This is an optimization exercise on Yosys and OpenROAD, whose aim is small area, not a production implementation.
At most, simulation tests tie the RTL to the original design; equivalence was not proved.
No functional check of the RTL was part of run 1.
Power and IR drop assume default switching activity.

==> flow/design.v, too long to show whole: its modules and the start of the top module <==
// module alu_32: 1140 lines
// module alu_fa: 4 lines
// module alu_ha: 4 lines
// module alu_xor: 3 lines
// module alu_big: 3 lines
// module alu_dec: 6 lines
// module alu_gp: 4 lines
// module alu_g: 3 lines
// module alu_ppa: 275 lines
module alu_32(
    input clk, rst,
    input [31:0] a_in, b_in,
    input [3:0] select,
    output reg [31:0] y_out,
    output reg flag, carry_bit);
  // ...
==> flow/flow/run.sh <==
#!/bin/bash
# Layout flow: the standard ORFS flow (standard.sh). Synthesis runs
# unchanged; the layout steps after it use the smallest buffer for the port
# buffers and leave the largest buffers out of timing/design repair. Each
# tool's output goes to a log in this folder.
set -euo pipefail
bash standard.sh synth > synth.log 2>&1
export BUFFER_PORTS_ARGS="-buffer_cell sky130_fd_sc_hd__buf_1"
export DONT_USE_CELLS="sky130_fd_sc_hd__buf_6 sky130_fd_sc_hd__buf_8 sky130_fd_sc_hd__buf_12 sky130_fd_sc_hd__buf_16 sky130_fd_sc_hd__bufinv_8 sky130_fd_sc_hd__bufinv_16"
bash standard.sh > standard.log 2>&1
==> flow/standard.sh <==
#!/bin/bash
# synth_recipe.tcl (not shown) runs the flow's synth.tcl, then flattens the netlist and writes it again
# the make line also repeats each setting of config.mk as NAME=value (left out here)
make -C /OpenROAD-flow-scripts/flow DESIGN_CONFIG=/design/flow/config.mk WORK_HOME=/design/flow/orfs CLKGATE_MAP_FILE= SYNTH_SCRIPT=/design/flow/synth_recipe.tcl "${@:-finish}"
==> flow/config.mk <==
export PLATFORM = sky130hd
export DESIGN_NAME = alu_32
export DESIGN_NICKNAME = alu_32
export VERILOG_FILES = /design/flow/design.v
export SDC_FILE = /design/flow/constraint.sdc
export NUM_CORES = 4
export LEC_CHECK = 0
export CAP_MARGIN = 20
export CORE_MARGIN = 2
export CORE_UTILIZATION = 40
export CTS_BUF_LIST = sky130_fd_sc_hd__clkbuf_8
export SLEW_MARGIN = 20
export SYNTH_HIERARCHICAL = 1
==> flow/constraint.sdc <==
create_clock -name core_clock -period 10.0 [get_ports {clk}]
set_input_delay 2.0000 -clock core_clock [delete_from_list [all_inputs] [get_ports {clk}]]
set_output_delay 2.0000 -clock core_clock [all_outputs]
set_load 0.01 [all_outputs]
==> flow_metrics.py, run 1 <==
metrics = {
    "critical_path": {
        "crit_chain": "buf_1 -> or3b_1 -> a21o_1 -> nor2_8 -> a22o_1 -> buf_4 -> a222oi_1 -> xnor2_1 -> fa_1 -> fa_1 -> fa_1 -> fa_1 -> fa_1 -> ha_1 -> a21o_1 -> a21o_1 -> a21o_1 -> a21o_1 -> a21o_1 -> a21o_1 -> a21o_1 -> xor2_1 -> a32o_1 -> a211o_1",
        "cp_data_required_time_ns": 10.21,
        "reg2reg_slack_ns": 9.39,
        "timing.rr.end": "carry_bit",
        "cp-end-kind": "flop",
        "rr_startpoint": "carry_bit",
    },
    "status": {
        "status": "timing/DRC/antenna clean",
    },
    "sta": {
        "hold_viol_final": 0,
    },
    "synthesis": {
        "ys_warn_count": 7,
        "yosys-top-cells-area": "fa_1 27%, xnor2_1 16%, a22oi_1 12%",
        "synth_cells": 1637,
        "synth_top_area_share_pct": 27.2,
        "yosys.area.top_type": "fa_1",
    },
    "die": {
        "die_x_microns": 197,
        "io-pin-count": 104,
    },
    "layout": {
        "diodes": 0,
        "layout_common_cells": "273 x xnor2_1, 228 x a22oi_1, 202 x fa_1",
        "n_fill_cell": 3654,
        "inv_count": 32,
        "fin_nets": 1973,
        "clkbuf_count": 5,
        "regMostFlops": "y_out",
        "largest_reg_flops": 32,
    },
    "grt": {
        "grt_usage_pct": 28.2,
        "gr-usage-met2_pct": 45.4,
        "grt-ovfl-total": 0,
    },
    "clock_tree": {
        "cts_root_buffer": "clkbuf_8",
        "tritoncts": "done",
    },
    "pwr": {
        "power_switching_mw": 0.816,
        "p_total_mw": 1.48,
        "pwr-share-comb_pct": 78.4,
    },
    "detailed_routing": {
        "antenna_left": 0,
    },
    "flow_run": {
        "drv_cap": 0,
    },
}
==> inputs of run 2 (changes only) <==
--- a/flow/design.v
+++ b/flow/design.v
@@ -576,80 +576,70 @@
   wire p565;
   wire g566;
   wire p567;
   wire g568;
   wire p569;
   wire g570;
   wire p571;
   wire g572;
-  wire p573;
-  wire g574;
+  wire g573;
+  wire p574;
   wire g575;
   wire p576;
   wire g577;
   wire p578;
   wire g579;
   wire p580;
   wire g581;
-  wire p582;
-  wire g583;
-  wire p584;
+  wire g582;
+  wire p583;
+  wire g584;
   wire g585;
   wire g586;
-  wire p587;
+  wire g587;
   wire g588;
-  wire p589;
+  wire g589;
   wire g590;
   wire g591;
   wire g592;
   wire g593;
   wire g594;
   wire g595;
   wire g596;
   wire g597;
   wire g598;
   wire g599;
   wire g600;
   wire g601;
   wire g602;
-  wire g603;
-  wire g604;
-  wire g605;
-  wire g606;
-  wire g607;
-  wire g608;
-  wire g609;
-  wire g610;
+  wire y603;
+  wire y604;
+  wire y605;
+  wire y606;
+  wire y607;
+  wire y608;
+  wire y609;
+  wire y610;
   wire y611;
   wire y612;
   wire y613;
   wire y614;
   wire y615;
   wire y616;
   wire y617;
   wire y618;
   wire y619;
   wire y620;
   wire y621;
   wire y622;
   wire y623;
   wire y624;
   wire y625;
   wire y626;
-  wire y627;
-  wire y628;
-  wire y629;
-  wire y630;
-  wire y631;
-  wire y632;
-  wire y633;
-  wire y634;
-  wire y635;
-  wire y636;
   wire op_add = (select == 4'd0);
   wire op_sub = (select == 4'd1);
   wire op_mul = (select == 4'd2);
   wire op_srl = (select == 4'd3);
   wire op_sll = (select == 4'd4);
   wire op_and = (select == 4'd5);
   wire op_or  = (select == 4'd6);
   wire op_xor = (select == 4'd7);
@@ -1008,18 +998,18 @@
   alu_xor u484 (.a(y482), .b(y483), .y(y484));
   alu_xor u485 (.a(co394), .b(y484), .y(y485));
   alu_ha u487 (.a(s395), .b(ppv[0]), .s(s486), .co(co487));
   alu_fa u489 (.a(co396), .b(s397), .c(co487), .s(s488), .co(co489));
   alu_fa u491 (.a(co398), .b(s399), .c(co489), .s(s490), .co(co491));
   alu_fa u493 (.a(co400), .b(s401), .c(co491), .s(s492), .co(co493));
   alu_fa u495 (.a(co402), .b(s403), .c(co493), .s(s494), .co(co495));
   alu_fa u497 (.a(co404), .b(s405), .c(co495), .s(s496), .co(co497));
-  alu_ha u499 (.a(co406), .b(s407), .s(s498), .co(co499));
-  alu_ha u501 (.a(co408), .b(s409), .s(s500), .co(co501));
+  alu_fa u499 (.a(co406), .b(s407), .c(co497), .s(s498), .co(co499));
+  alu_fa u501 (.a(co408), .b(s409), .c(co499), .s(s500), .co(co501));
   alu_ha u503 (.a(co410), .b(s411), .s(s502), .co(co503));
   alu_ha u505 (.a(co412), .b(s413), .s(s504), .co(co505));
   alu_ha u507 (.a(co414), .b(s415), .s(s506), .co(co507));
   alu_ha u509 (.a(co416), .b(s417), .s(s508), .co(co509));
   alu_ha u511 (.a(co418), .b(s419), .s(s510), .co(co511));
   alu_ha u513 (.a(co420), .b(s421), .s(s512), .co(co513));
   alu_ha u515 (.a(co422), .b(s423), .s(s514), .co(co515));
   alu_ha u517 (.a(co424), .b(s425), .s(s516), .co(co517));
@@ -1034,88 +1024,81 @@
   alu_ha u535 (.a(co442), .b(s443), .s(s534), .co(co535));
   alu_ha u537 (.a(co444), .b(s445), .s(s536), .co(co537));
   alu_ha u539 (.a(co446), .b(s447), .s(s538), .co(co539));
   alu_ha u541 (.a(co448), .b(s449), .s(s540), .co(co541));
   alu_ha u543 (.a(co450), .b(s451), .s(s542), .co(co543));
   alu_ha u545 (.a(co452), .b(s453), .s(s544), .co(co545));
   alu_ha u547 (.a(co454), .b(s455), .s(s546), .co(co547));
   alu_ha u549 (.a(co456), .b(y485), .s(s548), .co(co549));
-  alu_g u550 (.g1(co499), .p1(s498), .g0(co497), .g(g550));
-  alu_g u551 (.g1(co501), .p1(s500), .g0(g550), .g(g551));
-  alu_gp u553 (.g1(co505), .p1(s504), .g0(co503), .p0(s502), .g(g552), .p(p553));
-  alu_gp u555 (.g1(co509), .p1(s508), .g0(co507), .p0(s506), .g(g554), .p(p555));
-  alu_gp u557 (.g1(co513), .p1(s512), .g0(co511), .p0(s510), .g(g556), .p(p557));
-  alu_gp u559 (.g1(co517), .p1(s516), .g0(co515), .p0(s514), .g(g558), .p(p559));
-  alu_gp u561 (.g1(co521), .p1(s520), .g0(co519), .p0(s518), .g(g560), .p(p561));
-  alu_gp u563 (.g1(co525), .p1(s524), .g0(co523), .p0(s522), .g(g562), .p(p563));
-  alu_gp u565 (.g1(co529), .p1(s528), .g0(co527), .p0(s526), .g(g564), .p(p565));
-  alu_gp u567 (.g1(co533), .p1(s532), .g0(co531), .p0(s530), .g(g566), .p(p567));
-  alu_gp u569 (.g1(co537), .p1(s536), .g0(co535), .p0(s534), .g(g568), .p(p569));
-  alu_gp u571 (.g1(co541), .p1(s540), .g0(co539), .p0(s538), .g(g570), .p(p571));
-  alu_gp u573 (.g1(co545), .p1(s544), .g0(co543), .p0(s542), .g(g572), .p(p573));
-  alu_g u574 (.g1(g552), .p1(p553), .g0(g551), .g(g574));
-  alu_gp u576 (.g1(g556), .p1(p557), .g0(g554), .p0(p555), .g(g575), .p(p576));
-  alu_gp u578 (.g1(g560), .p1(p561), .g0(g558), .p0(p559), .g(g577), .p(p578));
-  alu_gp u580 (.g1(g564), .p1(p565), .g0(g562), .p0(p563), .g(g579), .p(p580));
-  alu_gp u582 (.g1(g568), .p1(p569), .g0(g566), .p0(p567), .g(g581), .p(p582));
-  alu_gp u584 (.g1(g572), .p1(p573), .g0(g570), .p0(p571), .g(g583), .p(p584));
-  alu_g u585 (.g1(g575), .p1(p576), .g0(g574), .g(g585));
-  alu_gp u587 (.g1(g579), .p1(p580), .g0(g577), .p0(p578), .g(g586), .p(p587));
-  alu_gp u589 (.g1(g583), .p1(p584), .g0(g581), .p0(p582), .g(g588), .p(p589));
-  alu_g u590 (.g1(g586), .p1(p587), .g0(g585), .g(g590));
-  alu_g u591 (.g1(g588), .p1(p589), .g0(g590), .g(g591));
-  alu_g u592 (.g1(g577), .p1(p578), .g0(g585), .g(g592));
-  alu_g u593 (.g1(g581), .p1(p582), .g0(g590), .g(g593));
-  alu_g u594 (.g1(g554), .p1(p555), .g0(g574), .g(g594));
-  alu_g u595 (.g1(g558), .p1(p559), .g0(g585), .g(g595));
-  alu_g u596 (.g1(g562), .p1(p563), .g0(g592), .g(g596));
-  alu_g u597 (.g1(g566), .p1(p567), .g0(g590), .g(g597));
-  alu_g u598 (.g1(g570), .p1(p571), .g0(g593), .g(g598));
-  alu_g u599 (.g1(co503), .p1(s502), .g0(g551), .g(g599));
-  alu_g u600 (.g1(co507), .p1(s506), .g0(g574), .g(g600));
-  alu_g u601 (.g1(co511), .p1(s510), .g0(g594), .g(g601));
-  alu_g u602 (.g1(co515), .p1(s514), .g0(g585), .g(g602));
-  alu_g u603 (.g1(co519), .p1(s518), .g0(g595), .g(g603));
-  alu_g u604 (.g1(co523), .p1(s522), .g0(g592), .g(g604));
-  alu_g u605 (.g1(co527), .p1(s526), .g0(g596), .g(g605));
-  alu_g u606 (.g1(co531), .p1(s530), .g0(g590), .g(g606));
-  alu_g u607 (.g1(co535), .p1(s534), .g0(g597), .g(g607));
-  alu_g u608 (.g1(co539), .p1(s538), .g0(g593), .g(g608));
-  alu_g u609 (.g1(co543), .p1(s542), .g0(g598), .g(g609));
-  alu_g u610 (.g1(co547), .p1(s546), .g0(g591), .g(g610));
-  alu_xor u611 (.a(s498), .b(co497), .y(y611));
-  alu_xor u612 (.a(s500), .b(g550), .y(y612));
-  alu_xor u613 (.a(s502), .b(g551), .y(y613));
-  alu_xor u614 (.a(s504), .b(g599), .y(y614));
-  alu_xor u615 (.a(s506), .b(g574), .y(y615));
-  alu_xor u616 (.a(s508), .b(g600), .y(y616));
-  alu_xor u617 (.a(s510), .b(g594), .y(y617));
-  alu_xor u618 (.a(s512), .b(g601), .y(y618));
-  alu_xor u619 (.a(s514), .b(g585), .y(y619));
-  alu_xor u620 (.a(s516), .b(g602), .y(y620));
-  alu_xor u621 (.a(s518), .b(g595), .y(y621));
-  alu_xor u622 (.a(s520), .b(g603), .y(y622));
-  alu_xor u623 (.a(s522), .b(g592), .y(y623));
-  alu_xor u624 (.a(s524), .b(g604), .y(y624));
-  alu_xor u625 (.a(s526), .b(g596), .y(y625));
-  alu_xor u626 (.a(s528), .b(g605), .y(y626));
-  alu_xor u627 (.a(s530), .b(g590), .y(y627));
-  alu_xor u628 (.a(s532), .b(g606), .y(y628));
-  alu_xor u629 (.a(s534), .b(g597), .y(y629));
-  alu_xor u630 (.a(s536), .b(g607), .y(y630));
-  alu_xor u631 (.a(s538), .b(g593), .y(y631));
-  alu_xor u632 (.a(s540), .b(g608), .y(y632));
-  alu_xor u633 (.a(s542), .b(g598), .y(y633));
-  alu_xor u634 (.a(s544), .b(g609), .y(y634));
-  alu_xor u635 (.a(s546), .b(g591), .y(y635));
-  alu_xor u636 (.a(s548), .b(g610), .y(y636));
-  wire [31:0] r = {y636, y635, y634, y633, y632, y631, y630, y629, y628, y627, y626, y625, y624, y623, y622, y621, y620, y619, y618, y617, y616, y615, y614, y613, y612, y611, s496, s494, s492, s490, s488, s486};
+  alu_g u550 (.g1(co503), .p1(s502), .g0(co501), .g(g550));
+  alu_g u551 (.g1(co505), .p1(s504), .g0(g550), .g(g551));
+  alu_gp u553 (.g1(co509), .p1(s508), .g0(co507), .p0(s506), .g(g552), .p(p553));
+  alu_gp u555 (.g1(co513), .p1(s512), .g0(co511), .p0(s510), .g(g554), .p(p555));
+  alu_gp u557 (.g1(co517), .p1(s516), .g0(co515), .p0(s514), .g(g556), .p(p557));
+  alu_gp u559 (.g1(co521), .p1(s520), .g0(co519), .p0(s518), .g(g558), .p(p559));
+  alu_gp u561 (.g1(co525), .p1(s524), .g0(co523), .p0(s522), .g(g560), .p(p561));
+  alu_gp u563 (.g1(co529), .p1(s528), .g0(co527), .p0(s526), .g(g562), .p(p563));
+  alu_gp u565 (.g1(co533), .p1(s532), .g0(co531), .p0(s530), .g(g564), .p(p565));
+  alu_gp u567 (.g1(co537), .p1(s536), .g0(co535), .p0(s534), .g(g566), .p(p567));
+  alu_gp u569 (.g1(co541), .p1(s540), .g0(co539), .p0(s538), .g(g568), .p(p569));
+  alu_gp u571 (.g1(co545), .p1(s544), .g0(co543), .p0(s542), .g(g570), .p(p571));
+  alu_g u572 (.g1(g552), .p1(p553), .g0(g551), .g(g572));
+  alu_gp u574 (.g1(g556), .p1(p557), .g0(g554), .p0(p555), .g(g573), .p(p574));
+  alu_gp u576 (.g1(g560), .p1(p561), .g0(g558), .p0(p559), .g(g575), .p(p576));
+  alu_gp u578 (.g1(g564), .p1(p565), .g0(g562), .p0(p563), .g(g577), .p(p578));
+  alu_gp u580 (.g1(g568), .p1(p569), .g0(g566), .p0(p567), .g(g579), .p(p580));
+  alu_g u581 (.g1(g573), .p1(p574), .g0(g572), .g(g581));
+  alu_gp u583 (.g1(g577), .p1(p578), .g0(g575), .p0(p576), .g(g582), .p(p583));
+  alu_g u584 (.g1(g582), .p1(p583), .g0(g581), .g(g584));
+  alu_g u585 (.g1(g575), .p1(p576), .g0(g581), .g(g585));
+  alu_g u586 (.g1(g579), .p1(p580), .g0(g584), .g(g586));
+  alu_g u587 (.g1(g554), .p1(p555), .g0(g572), .g(g587));
+  alu_g u588 (.g1(g558), .p1(p559), .g0(g581), .g(g588));
+  alu_g u589 (.g1(g562), .p1(p563), .g0(g585), .g(g589));
+  alu_g u590 (.g1(g566), .p1(p567), .g0(g584), .g(g590));
+  alu_g u591 (.g1(g570), .p1(p571), .g0(g586), .g(g591));
+  alu_g u592 (.g1(co507), .p1(s506), .g0(g551), .g(g592));
+  alu_g u593 (.g1(co511), .p1(s510), .g0(g572), .g(g593));
+  alu_g u594 (.g1(co515), .p1(s514), .g0(g587), .g(g594));
+  alu_g u595 (.g1(co519), .p1(s518), .g0(g581), .g(g595));
+  alu_g u596 (.g1(co523), .p1(s522), .g0(g588), .g(g596));
+  alu_g u597 (.g1(co527), .p1(s526), .g0(g585), .g(g597));
+  alu_g u598 (.g1(co531), .p1(s530), .g0(g589), .g(g598));
+  alu_g u599 (.g1(co535), .p1(s534), .g0(g584), .g(g599));
+  alu_g u600 (.g1(co539), .p1(s538), .g0(g590), .g(g600));
+  alu_g u601 (.g1(co543), .p1(s542), .g0(g586), .g(g601));
+  alu_g u602 (.g1(co547), .p1(s546), .g0(g591), .g(g602));
+  alu_xor u603 (.a(s502), .b(co501), .y(y603));
+  alu_xor u604 (.a(s504), .b(g550), .y(y604));
+  alu_xor u605 (.a(s506), .b(g551), .y(y605));
+  alu_xor u606 (.a(s508), .b(g592), .y(y606));
+  alu_xor u607 (.a(s510), .b(g572), .y(y607));
+  alu_xor u608 (.a(s512), .b(g593), .y(y608));
+  alu_xor u609 (.a(s514), .b(g587), .y(y609));
+  alu_xor u610 (.a(s516), .b(g594), .y(y610));
+  alu_xor u611 (.a(s518), .b(g581), .y(y611));
+  alu_xor u612 (.a(s520), .b(g595), .y(y612));
+  alu_xor u613 (.a(s522), .b(g588), .y(y613));
+  alu_xor u614 (.a(s524), .b(g596), .y(y614));
+  alu_xor u615 (.a(s526), .b(g585), .y(y615));
+  alu_xor u616 (.a(s528), .b(g597), .y(y616));
+  alu_xor u617 (.a(s530), .b(g589), .y(y617));
+  alu_xor u618 (.a(s532), .b(g598), .y(y618));
+  alu_xor u619 (.a(s534), .b(g584), .y(y619));
+  alu_xor u620 (.a(s536), .b(g599), .y(y620));
+  alu_xor u621 (.a(s538), .b(g590), .y(y621));
+  alu_xor u622 (.a(s540), .b(g600), .y(y622));
+  alu_xor u623 (.a(s542), .b(g586), .y(y623));
+  alu_xor u624 (.a(s544), .b(g601), .y(y624));
+  alu_xor u625 (.a(s546), .b(g591), .y(y625));
+  alu_xor u626 (.a(s548), .b(g602), .y(y626));
+  wire [31:0] r = {y626, y625, y624, y623, y622, y621, y620, y619, y618, y617, y616, y615, y614, y613, y612, y611, y610, y609, y608, y607, y606, y605, y604, y603, s500, s498, s496, s494, s492, s490, s488, s486};
   wire p31 = s548;
-  wire c31 = g610;
+  wire c31 = g602;
   wire [31:0] r_rev;
   generate for (gi = 0; gi < 32; gi = gi + 1) begin : rr
     assign r_rev[gi] = r[31 - gi];
   end endgenerate
   wire nr = ~rst;
   wire o_arith = nr & (op_add | op_sub | op_mul | (op_sll & ~big));
   wire o_rev = nr & op_srl & ~big;
   wire lc11 = nr & (op_and | op_or);
==> flow/flow/run.sh (replaced) <==
#!/bin/bash
# Layout flow: the standard ORFS flow (standard.sh, unchanged synthesis),
# with the port buffers made of the smallest buffer cell instead of the
# default delay buffer, and power/area recovery on paths with positive slack
# after global routing. Each tool's output goes to a log in this folder.
set -euo pipefail
export BUFFER_PORTS_ARGS="-buffer_cell sky130_fd_sc_hd__buf_1"
export RECOVER_POWER=100
bash standard.sh > standard.log 2>&1
==> flow/config.mk (replaced) <==
export PLATFORM = sky130hd
export DESIGN_NAME = alu_32
export DESIGN_NICKNAME = alu_32
export VERILOG_FILES = /design/flow/design.v
export SDC_FILE = /design/flow/constraint.sdc
export NUM_CORES = 4
export LEC_CHECK = 0
export CAP_MARGIN = 20
export CORE_MARGIN = 2
export CORE_UTILIZATION = 60
export CTS_BUF_LIST = sky130_fd_sc_hd__clkbuf_8
export PLACE_DENSITY = 0.7
export SLEW_MARGIN = 20
export SYNTH_HIERARCHICAL = 1
==> flow_metrics.py, run 2 <==
metrics = {
    "clock_tree": {
        "numClockSinks": 34,
        "clk_transition_reported_paths_ns": 0.08,
        "cts_root_buffer": "clkbuf_8",
        "tritoncts": "done",
        "numCtsBuffers": 5,
        "hold_buffers": 0,
        "post_cts_buffers": 0,
        "cts_buffer_depth": 2,
        "post_cts_resized": 0,
        "htreeDepth": 2,
        "clk_latency_ns": 0.31,
    },
    "layout": {
        "regMostFlops": "y_out",
        "largest_reg_flops": 32,
        "final_core_util_pct": 64.1,
        "fin_area_sq_um": 15500,
        "n_fill_cell": 2147,
        "syn_to_final_growth_pct": 5.05,
        "fin_nets": 1959,
        "largest_registers": "y_out (32), carry_bit (1), flag (1)",
        "layout_common_cells": "273 x xnor2_1, 228 x a22oi_1, 204 x fa_1",
        "final_common_cell": "xnor2_1",
        "drive_above_1_share_pct": 8.15,
        "fin_cells": 1956,
    },
    "die": {
        "die_y_microns": 161,
        "core_sq_um": 24200,
        "die_x_microns": 161,
        "start_util_pct": 61.0,
        "die_area_sq_um": 25900,
        "row_count": 57,
        "io-pin-count": 104,
    },
    "sta": {
        "min_period_over_period_pct": 93.3,
        "fin_setup_tns_ns": 0,
        "hold_viol_final": 0,
        "relSlewSlack_pct": 38.4,
        "rsz0062_at_grt": "false",
        "period_minus_slack_ns": 9.33,
        "max_freq_mhz": 107,
        "worstMarginPinSlew_ns": 0.924,
        "setup_viol": 0,
        "slew_viol_final": 0,
        "clock-skew-final_ns": 0,
        "layout_setup_ws_ns": 0.673,
        "fin_hold_ws_ns": 0.510,
    },
    "grt": {
        "antenna_found_initial": 1,
        "grt_pass1_wl_mm": 78.8,
        "grt-ovfl-total": 0,
        "grt_usage_pct": 39.4,
        "grt_max_degree": 34,
        "grt_pass1_vias": 13100,
    },
    "synthesis": {
        "synthDistinctLibCells": 53,
        "synthTopCellsByCount": "273 x xnor2_1, 228 x a22oi_1, 204 x fa_1",
        "avgSynthCellArea_sq_um": 9.09,
        "syn_nets": 1956,
        "synth_edf_count": 0,
        "ys_warn_count": 7,
        "synthArstFlopShare_pct": 0,
        "synth_cells": 1627,
        "netlist_area_sq_um": 14800,
        "ys_seq_area_share_pct": 4.60,
        "synth.most_common_cell": "xnor2_1",
        "synth_ff_type": "dfxtp_1",
        "synth-seq-cells": 34,
        "synth_top_area_share_pct": 27.6,
        "yosys-top-cells-area": "fa_1 28%, xnor2_1 16%, a22oi_1 12%",
        "yosys.area.top_type": "fa_1",
    },
    "place": {
        "place_inst": 1947,
        "routabilityCongestion": 0.969,
        "dp_slack_ns": 0.492,
        "hpwl_mm": 38.8,
        "io_buffer_count": 103,
        "placed_cell_area_sq_um": 15400,
    },
    "critical_path": {
        "cp-end-kind": "flop",
        "cp-endpoint": "carry_bit",
        "rr_startpoint": "carry_bit",
        "cp_data_required_time_ns": 10.19,
        "timing.rr.end": "carry_bit",
        "reg2reg_slack_ns": 9.39,
        "startpoint_type": "input port",
        "path_max_fanout": 21,
        "startpoint": "select[0]",
        "reg2reg_depth": 2,
        "crit_arrival_ns": 9.52,
        "worstSetupPathType": "in2reg",
    },
    "flow_run": {
        "drv_cap": 0,
    },
    "detailed_routing": {
        "drt_iter0_markers": 1798,
        "viasPerCell": 6.84,
        "drt-total-wl_mm": 51.3,
        "vias": 13400,
        "drcViolationCount": 0,
        "firstDrtPassIters": 9,
        "antenna_left": 0,
        "wl_per_cell_microns": 26.2,
    },
    "pwr": {
        "p_leak_nw": 6.80,
        "powerDensity_nw_per_um2": 93.9,
        "p_total_mw": 1.46,
        "max-vdd-ir-drop_v": 0.000104,
    },
    "min_path": {
        "hp-class": "reg2reg",
    },
    "status": {
        "status": "timing/DRC/antenna clean",
    },
}
==> run 2: cell types whose count changed in the layout (fill, tap and decap cells not counted), sizes merged <==
cell   before  now
a21o       44   39
and2       35   32
buf       198  194
diode       0    1
fa        202  204
ha         57   55
xor2      102  100
==> run 2: final cells by class <==
class                   count  area, sq um  share of cell area (%)
clock buffers               5         68.8                   0.443
multi-input cells        1361        13100                    84.3
flip-flops and latches     34          681                    4.38
diodes                      1         2.50                  0.0161
inverters                  32          120                   0.773
clock inverters             3         68.8                   0.443
well taps                 324          405                    2.61
repair buffers            196         1090                    7.00
==> run 2: kinds of logic after synthesis <==
logic type	Yosys count	share of synthesized area [%]
compound gates	472	24.2
xor+xnor	373	22.1
fa+ha+maj	260	32.3
simple gates	253	9.07
buf+inv	232	7.50
flops	34	4.60
mux	3	0.211
==> run 2: worst min-delay path by stage <==
stage,slack (ns),start,end,cells after the start
detailed placement,0.49,carry_bit,carry_bit,2
global route,0.56,carry_bit,carry_bit,2
floorplan,0.53,carry_bit,carry_bit,2
finish,0.51,carry_bit,carry_bit,2
global placement,0.51,carry_bit,carry_bit,2
CTS,0.51,carry_bit,carry_bit,2
==> run 2: critical path, cell delays in order <==
cell,delay [ns]
clkbuf_2,0.26
or3b_1,0.43
a21o_1,0.26
nor2_8,0.27
a221o_1,0.26
buf_4,0.19
a22oi_1,0.09
xnor2_1,0.21
fa_1,0.47
fa_1,0.43
fa_1,0.41
fa_1,0.40
fa_1,0.41
fa_1,0.41
fa_1,0.42
a21o_1,0.21
a21o_1,0.20
a21o_1,0.22
a21o_1,0.28
a21o_1,0.27
a21o_1,0.22
a21o_1,0.18
a21o_1,0.23
xnor2_1,0.17
maj3_1,0.38
mux2i_1,0.15
nor2_1,0.05
==> run 2: layer usage <==
metal  GRT usage [%]  up-vias  part of all wire, %
li1                -     5751                    -
met1            53.9     6589                   38
met2            61.9      875                   46
met3            6.29      165                   10
met4            17.9        0                  5.7
met5               0        -                    0
==> run 2: Yosys stat by module, one instance, submodules excluded <==
module / copies in the design / cell area [sq um] / cells inside
alu_ppa: 1 / 5110 / 680
alu_32: 1 / 3730 / 553
alu_dec: 1 / 277 / 20
alu_big: 1 / 57.6 / 9
alu_fa: 204 / 20.0 / 1
alu_gp: 15 / 13.8 / 2
alu_ha: 55 / 12.5 / 1
alu_xor: 53 / 8.76 / 1
alu_g: 23 / 7.51 / 1
==> run 2: power breakdown <==
| group | switching [mW] | internal [mW] | total [mW] | leakage (nW) |
|---|---|---|---|---|
| registers | 0.00498 | 0.153 | 0.158 | 0.278 |
| clock network | 0.0610 | 0.100 | 0.161 | 0.0683 |
| logic | 0.727 | 0.413 | 1.14 | 6.45 |
==> inputs of run 3 (changes only) <==
==> flow/flow/run.sh (replaced) <==
#!/bin/bash
# Layout flow: the standard ORFS flow (standard.sh, unchanged synthesis),
# with the port buffers made of the smallest buffer cell instead of the
# default delay buffer, clock tree synthesis without dummy balancing loads,
# and power/area recovery on paths with positive slack after global routing.
# Each tool's output goes to a log in this folder.
set -euo pipefail
export BUFFER_PORTS_ARGS="-buffer_cell sky130_fd_sc_hd__buf_1"
export RECOVER_POWER=100
export CTS_ARGS="-sink_clustering_enable -repair_clock_nets -buf_list sky130_fd_sc_hd__clkbuf_8 -dont_use_dummy_load"
bash standard.sh > standard.log 2>&1
==> flow_metrics.py, run 3 <==
metrics = {
    "critical_path": {
        "critPathMostFrequentCell": "a21o_1",
        "cp_data_required_time_ns": 10.17,
        "crit_arrival_ns": 9.49,
        "cp-end-kind": "flop",
        "cp_top_family": "adder cells",
        "startpoint_type": "input port",
        "max_stage_delay_ns": 0.43,
        "path_max_fanout": 21,
        "cp_slowest_cell": "or3b_1",
        "worstSetupPathType": "in2reg",
        "crit_buf_inv": 2,
    },
    "sta": {
        "clock-skew-final_ns": 0,
        "relSlewSlack_pct": 37.4,
        "min_period_over_period_pct": 93.2,
        "setup_viol": 0,
        "max_freq_mhz": 107,
        "layout_setup_ws_ns": 0.680,
        "slew_viol_final": 0,
        "rsz0062_at_grt": "false",
        "fin_setup_tns_ns": 0,
        "period_minus_slack_ns": 9.32,
        "worstMarginPinSlew_ns": 0.940,
        "hold_viol_final": 0,
    },
    "place": {
        "placed_cell_area_sq_um": 15400,
        "dp_slack_ns": 0.492,
        "routabilityCongestion": 0.969,
        "io_buffer_count": 103,
        "hpwl_mm": 38.8,
        "place_inst": 1947,
    },
    "detailed_routing": {
        "drcViolationCount": 0,
        "wl_per_cell_microns": 26.2,
        "drt-total-wl_mm": 51.2,
        "drt_iter0_markers": 1885,
        "firstDrtPassIters": 15,
        "viasPerCell": 6.85,
        "vias": 13400,
        "antenna_left": 0,
    },
    "synthesis": {
        "synth_xor_area_share_pct": 22.1,
        "synth_top_family_by_area": "adder cells",
        "synthDistinctLibCells": 53,
        "ys_seq_area_share_pct": 4.60,
        "synth_cells": 1627,
        "synth_ff_type": "dfxtp_1",
        "synth.most_common_cell": "xnor2_1",
        "yosys.area.top_type": "fa_1",
        "synthMuxAreaShare_pct": 0.211,
        "synth-seq-cells": 34,
        "avgSynthCellArea_sq_um": 9.09,
        "synth_top_area_share_pct": 27.6,
        "yosys-top-cells-area": "fa_1 28%, xnor2_1 16%, a22oi_1 12%",
        "synthTopCellsByCount": "273 x xnor2_1, 228 x a22oi_1, 204 x fa_1",
        "synth_compound_area_share_pct": 24.2,
        "synth_fa_ha_area_share_pct": 32.3,
        "synth_edf_count": 0,
        "syn_nets": 1956,
        "synthSimpleGateAreaFrac_pct": 9.07,
        "ys_warn_count": 7,
        "synthArstFlopShare_pct": 0,
        "netlist_area_sq_um": 14800,
    },
    "clock_tree": {
        "cts_root_buffer": "clkbuf_8",
        "numClockSinks": 34,
        "clk_transition_reported_paths_ns": 0.07,
        "post_cts_resized": 0,
        "numCtsBuffers": 5,
        "tritoncts": "done",
        "post_cts_buffers": 0,
        "htreeDepth": 2,
        "cts_buffer_depth": 2,
        "clk_latency_ns": 0.29,
        "hold_buffers": 0,
    },
    "status": {
        "status": "timing/DRC/antenna clean",
    },
    "die": {
        "die_y_microns": 161,
        "io-pin-count": 104,
        "row_count": 57,
        "start_util_pct": 61.0,
        "die_x_microns": 161,
        "core_sq_um": 24200,
        "die_area_sq_um": 25900,
    },
    "flow_run": {
        "drv_cap": 0,
    },
    "grt": {
        "grt_pass1_wl_mm": 78.7,
        "antenna_found_initial": 1,
        "grt-ovfl-total": 0,
        "grt_max_degree": 34,
        "grt_pass1_vias": 13100,
        "grt_usage_pct": 39.3,
    },
    "layout": {
        "drive_above_1_share_pct": 7.99,
        "syn_to_final_growth_pct": 4.58,
        "layout_common_cells": "273 x xnor2_1, 228 x a22oi_1, 204 x fa_1",
        "final_common_cell": "xnor2_1",
        "fin_nets": 1959,
        "fin_cells": 1953,
        "largest_registers": "y_out (32), carry_bit (1), flag (1)",
        "regMostFlops": "y_out",
        "fin_area_sq_um": 15500,
        "largest_reg_flops": 32,
    },
    "pwr": {
        "powerDensity_nw_per_um2": 90.0,
        "max-vdd-ir-drop_v": 0.000105,
        "p_leak_nw": 6.77,
    },
    "min_path": {
        "hp-class": "reg2reg",
    },
}
run 3: cell counts after synthesis:
Identical to the previous run, type by type.
run 3: stage by stage:
stage | power (mW) | util, % | hold slack (ns)
2_1_floorplan | 0.894 | - | 0.528
3_3_place_gp | 1.25 | 63.5 | 0.514
3_5_place_dp | 1.26 | 63.5 | 0.492
4_1_cts | 1.37 | 63.8 | 0.508
5_1_grt | 1.47 | 63.8 | 0.556
6_report | 1.39 | 63.8 | 0.507
run 3: area by class of cell:
cell class / instances / area [sq um]
multi-input cells: 1361 / 13100
clock buffers: 5 / 68.8
repair buffers: 196 / 1090
diodes: 1 / 2.50
fillers: 2159 / 8780
inverters: 32 / 120
flip-flops and latches: 34 / 681
well taps: 324 / 405
run 3: tightest hold or removal path: stages, from the launching register on:
cell     delay (ns)
dfxtp_1        0.34
mux2i_1        0.07
nor2_1         0.07
run 3: kinds of logic after synthesis:
logic type / Yosys count
AO/OA/AOI/OAI: 472
XOR/XNOR: 373
adder cells (fa/ha/maj): 260
buffers and inverters: 232
flip-flops: 34
multiplexers: 3
AND/OR/NAND/NOR: 253
run 3: worst paths after layout:
path / start / end / slack, ns / cells past startpoint
max: select[0] / carry_bit / 0.68 / 28
min: carry_bit / carry_bit / 0.51 / 2
max reg2reg: carry_bit / carry_bit / 9.39 / 2
min reg2reg: carry_bit / carry_bit / 0.51 / 2
run 3: per-layer routing:
layer | track usage (%) | part of all wire, %
met1 | 53.9 | 39
met2 | 61.8 | 46
met3 | 5.98 | 10
met4 | 17.9 | 5.7
met5 | 0 | 0
run 3: modules after synthesis (local to each module, per instance):
module	cell area (sq um)	copies in the design	cells	flops+latches
alu_ha	12.5	55	1	0
alu_dec	277	1	20	0
alu_32	3730	1	553	34
alu_g	7.51	23	1	0
alu_big	57.6	1	9	0
alu_ppa	5110	1	680	0
alu_fa	20.0	204	1	0
alu_gp	13.8	15	2	0
alu_xor	8.76	53	1	0
run 3: report_power, final:
group | switching, mW | internal, mW
registers | 0.00498 | 0.153
clock network | 0.0517 | 0.0449
logic | 0.726 | 0.412
total | 0.782 | 0.611
==> inputs of run 4 (changes only) <==
--- a/flow/config.mk
+++ b/flow/config.mk
@@ -9,6 +9,7 @@
 export CORE_MARGIN = 2
 export CORE_UTILIZATION = 60
 export CTS_BUF_LIST = sky130_fd_sc_hd__clkbuf_8
+export GPL_ROUTABILITY_DRIVEN = 0
 export PLACE_DENSITY = 0.7
 export SLEW_MARGIN = 20
 export SYNTH_HIERARCHICAL = 1
==> flow_metrics.py, run 4 <==
metrics = {
    "synthesis": {
        "synth_top_area_share_pct": 27.6,
        "synthTopCellsByCount": "273 x xnor2_1, 228 x a22oi_1, 204 x fa_1",
        "synthDistinctLibCells": 53,
        "ys_warn_count": 7,
        "yosys.area.top_type": "fa_1",
        "synth.most_common_cell": "xnor2_1",
        "avgSynthCellArea_sq_um": 9.09,
        "syn_nets": 1956,
        "netlist_area_sq_um": 14800,
        "synth-seq-cells": 34,
        "synthArstFlopShare_pct": 0,
        "yosys-top-cells-area": "fa_1 28%, xnor2_1 16%, a22oi_1 12%",
        "synth_edf_count": 0,
        "synth_ff_type": "dfxtp_1",
        "synth_cells": 1627,
        "ys_seq_area_share_pct": 4.60,
    },
    "place": {
        "dp_slack_ns": 0.509,
        "io_buffer_count": 103,
        "hpwl_mm": 37.7,
        "place_inst": 1942,
    },
    "die": {
        "die_y_microns": 161,
        "io-pin-count": 104,
        "start_util_pct": 61.0,
        "core_sq_um": 24200,
        "row_count": 57,
        "die_x_microns": 161,
        "die_area_sq_um": 25900,
    },
    "layout": {
        "fin_cells": 1947,
        "drive_above_1_share_pct": 7.70,
        "syn_to_final_growth_pct": 4.31,
        "regMostFlops": "y_out",
        "largest_reg_flops": 32,
        "largest_registers": "y_out (32), carry_bit (1), flag (1)",
        "layout_common_cells": "273 x xnor2_1, 228 x a22oi_1, 204 x fa_1",
        "final_common_cell": "xnor2_1",
        "fin_nets": 1954,
        "diodes": 0,
    },
    "sta": {
        "rsz0062_at_grt": "false",
        "fin_setup_tns_ns": 0,
        "worstMarginPinSlew_ns": 1.18,
        "period_minus_slack_ns": 9.33,
        "layout_setup_ws_ns": 0.666,
        "min_period_over_period_pct": 93.3,
        "hold_viol_final": 0,
        "slew_viol_final": 0,
        "clock-skew-final_ns": 0,
        "setup_viol": 0,
        "max_freq_mhz": 107,
        "relSlewSlack_pct": 20.5,
    },
    "detailed_routing": {
        "firstDrtPassIters": 9,
        "drt_iter0_markers": 1924,
        "viasPerCell": 6.88,
        "drt-total-wl_mm": 50.5,
        "drcViolationCount": 0,
        "wl_per_cell_microns": 26.0,
        "vias": 13400,
        "antenna_left": 0,
    },
    "clock_tree": {
        "numCtsBuffers": 5,
        "htreeDepth": 2,
        "clk_transition_reported_paths_ns": 0.09,
        "cts_root_buffer": "clkbuf_8",
        "numClockSinks": 34,
        "post_cts_resized": 0,
        "hold_buffers": 0,
        "cts_buffer_depth": 2,
        "tritoncts": "done",
        "post_cts_buffers": 0,
        "clk_latency_ns": 0.30,
    },
    "status": {
        "status": "timing/DRC/antenna clean",
    },
    "grt": {
        "gr-usage-met2_pct": 60.2,
        "antenna_found_initial": 0,
        "grt_max_degree": 34,
        "gr-max-usage-layer": "met2",
        "grt_util_met3_pct": 7.96,
        "grt_pass1_vias": 13300,
        "grt_usage_pct": 38.8,
        "grt-ovfl-total": 0,
        "grt.met1_usage_pct": 52.1,
        "grt_pass1_wl_mm": 77.9,
    },
    "critical_path": {
        "cp-end-kind": "flop",
        "timing.rr.end": "carry_bit",
        "reg2reg_depth": 2,
        "path_max_fanout": 21,
        "worstSetupPathType": "in2reg",
        "cp_data_required_time_ns": 10.18,
        "startpoint_type": "input port",
        "reg2reg_slack_ns": 9.39,
        "rr_startpoint": "carry_bit",
        "crit_arrival_ns": 9.52,
        "startpoint": "select[0]",
    },
    "pwr": {
        "p_total_mw": 1.39,
        "p_leak_nw": 6.74,
        "max-vdd-ir-drop_v": 0.000128,
        "p_clk_share_pct": 6.8,
        "p_int_mw": 0.611,
        "seq_power_share_pct": 11.4,
        "power_switching_mw": 0.775,
        "pwr-share-comb_pct": 81.8,
        "powerDensity_nw_per_um2": 89.8,
        "swShare_pct": 55.9,
    },
    "flow_run": {
        "drv_cap": 0,
    },
    "min_path": {
        "holdPathEnd": "carry_bit",
        "worstHoldStart": "carry_bit",
        "min_path_cells": 2,
        "hp-class": "reg2reg",
    },
}
-- run 4: critical path: stages --
cell and delay [ns]:
clkbuf_2 0.32, and4bb_2 0.60, buf_4 0.26, buf_4 0.22
nand2_1 0.07, o21ai_0 0.13, a22oi_1 0.13, xnor2_1 0.24
fa_1 0.48, fa_1 0.43, fa_1 0.41, fa_1 0.41
fa_1 0.40, fa_1 0.41, fa_1 0.42, a21o_1 0.20
a21o_1 0.21, a21o_1 0.23, a21o_1 0.27, a21o_1 0.28
a21o_1 0.23, a21o_1 0.20, a21o_1 0.25, xnor2_1 0.16
maj3_1 0.37, mux2i_1 0.14, nor2_1 0.05
-- run 4: metrics by stage --
| step | util, % | hold slack, ns | instance area (sq um) |
|---|---|---|---|
| after floorplan | - | 0.528 | 14800 |
| after global placement | 63.4 | 0.501 | 15400 |
| after detailed placement | 63.4 | 0.494 | 15400 |
| after CTS | 63.7 | 0.518 | 15400 |
| after global routing | 63.6 | 0.540 | 15400 |
| final | 63.6 | 0.520 | 15400 |
-- run 4: per-module statistics from Yosys, one instance, submodules excluded --
module / area [sq um] / cells inside
alu_32: 3730 / 553
alu_big: 57.6 / 9
alu_dec: 277 / 20
alu_fa: 20.0 / 1
alu_g: 7.51 / 1
alu_gp: 13.8 / 2
alu_ha: 12.5 / 1
alu_ppa: 5110 / 680
alu_xor: 8.76 / 1
-- run 4: final cells by class --
type | count | area, sq um
timing repair buffer | 191 | 1050
sequential | 34 | 681
multi-input combinational | 1361 | 13100
inverter | 32 | 120
fill | 2113 | 8820
tap | 324 | 405
clock buffer | 5 | 68.8
-- run 4: cell families after synthesis --
| family | after synthesis | synth area share (%) |
|---|---|---|
| buffers and inverters | 232 | 7.50 |
| adders and majority gates | 260 | 32.3 |
| muxes | 3 | 0.211 |
| xor gates and xnor gates | 373 | 22.1 |
| DFF | 34 | 4.60 |
| AOI/OAI and AO/OA | 472 | 24.2 |
| and+or+nand+nor | 253 | 9.07 |
-- run 4: worst max path at each step --
stage               slack [ns]        end
finish                    0.67  carry_bit
global route              0.39  carry_bit
detailed placement        0.51  carry_bit
CTS                       0.81       flag
floorplan                 1.16       flag
global placement          0.57  carry_bit
-- run 4: per-layer routing --
metal	wire, microns	up-vias
met2	22700	890
met4	2880	0
met5	0	-
met1	19400	6575
li1	-	5750
met3	5560	176
-- run 4: power groups by stage --
stage          clock network [mW]  registers [mW]  logic, mW
5_1_grt                     0.101           0.160       1.20
6_report                   0.0945           0.158       1.13
2_1_floorplan                   0           0.170      0.724
3_5_place_dp                    0           0.161       1.10
3_3_place_gp                    0           0.160       1.08
4_1_cts                    0.0972           0.158       1.11

-- static timing again, ports no longer ideal --
The results above use ideal ports. As a check the final layouts listed here were re-extracted and re-timed, cells and wires unchanged. Step 1, drivers: a clkbuf_16 drives clk and a buf_2 each remaining input, both assumed. Step 2 also shifts input and output timing later by t, the mid clock arrival at the registers, as if the neighbouring blocks saw the same clock. a / b / c = ideal ports / drivers / drivers and shift; a / b = the first two.
run	t, ns	slack for setup (ns)	clock arrival spread, ns	worst register clock-pin slew, ns
run 1	0.333	0.642 / 0.647 / 0.314	0.011 / 0.012	0.09 / 0.09
run 2	0.336	0.673 / 0.686 / 0.350	0.013 / 0.012	0.08 / 0.08
run 3	0.325	0.680 / 0.692 / 0.368	0.037 / 0.037	0.09 / 0.09
run 4	0.322	0.666 / 0.677 / 0.356	0.029 / 0.029	0.09 / 0.09
After both steps setup and hold are still met in every run listed. For run 1, which loses most, drivers alone change the setup slack by +0.005 ns; drivers and shift together by -0.328 ns.
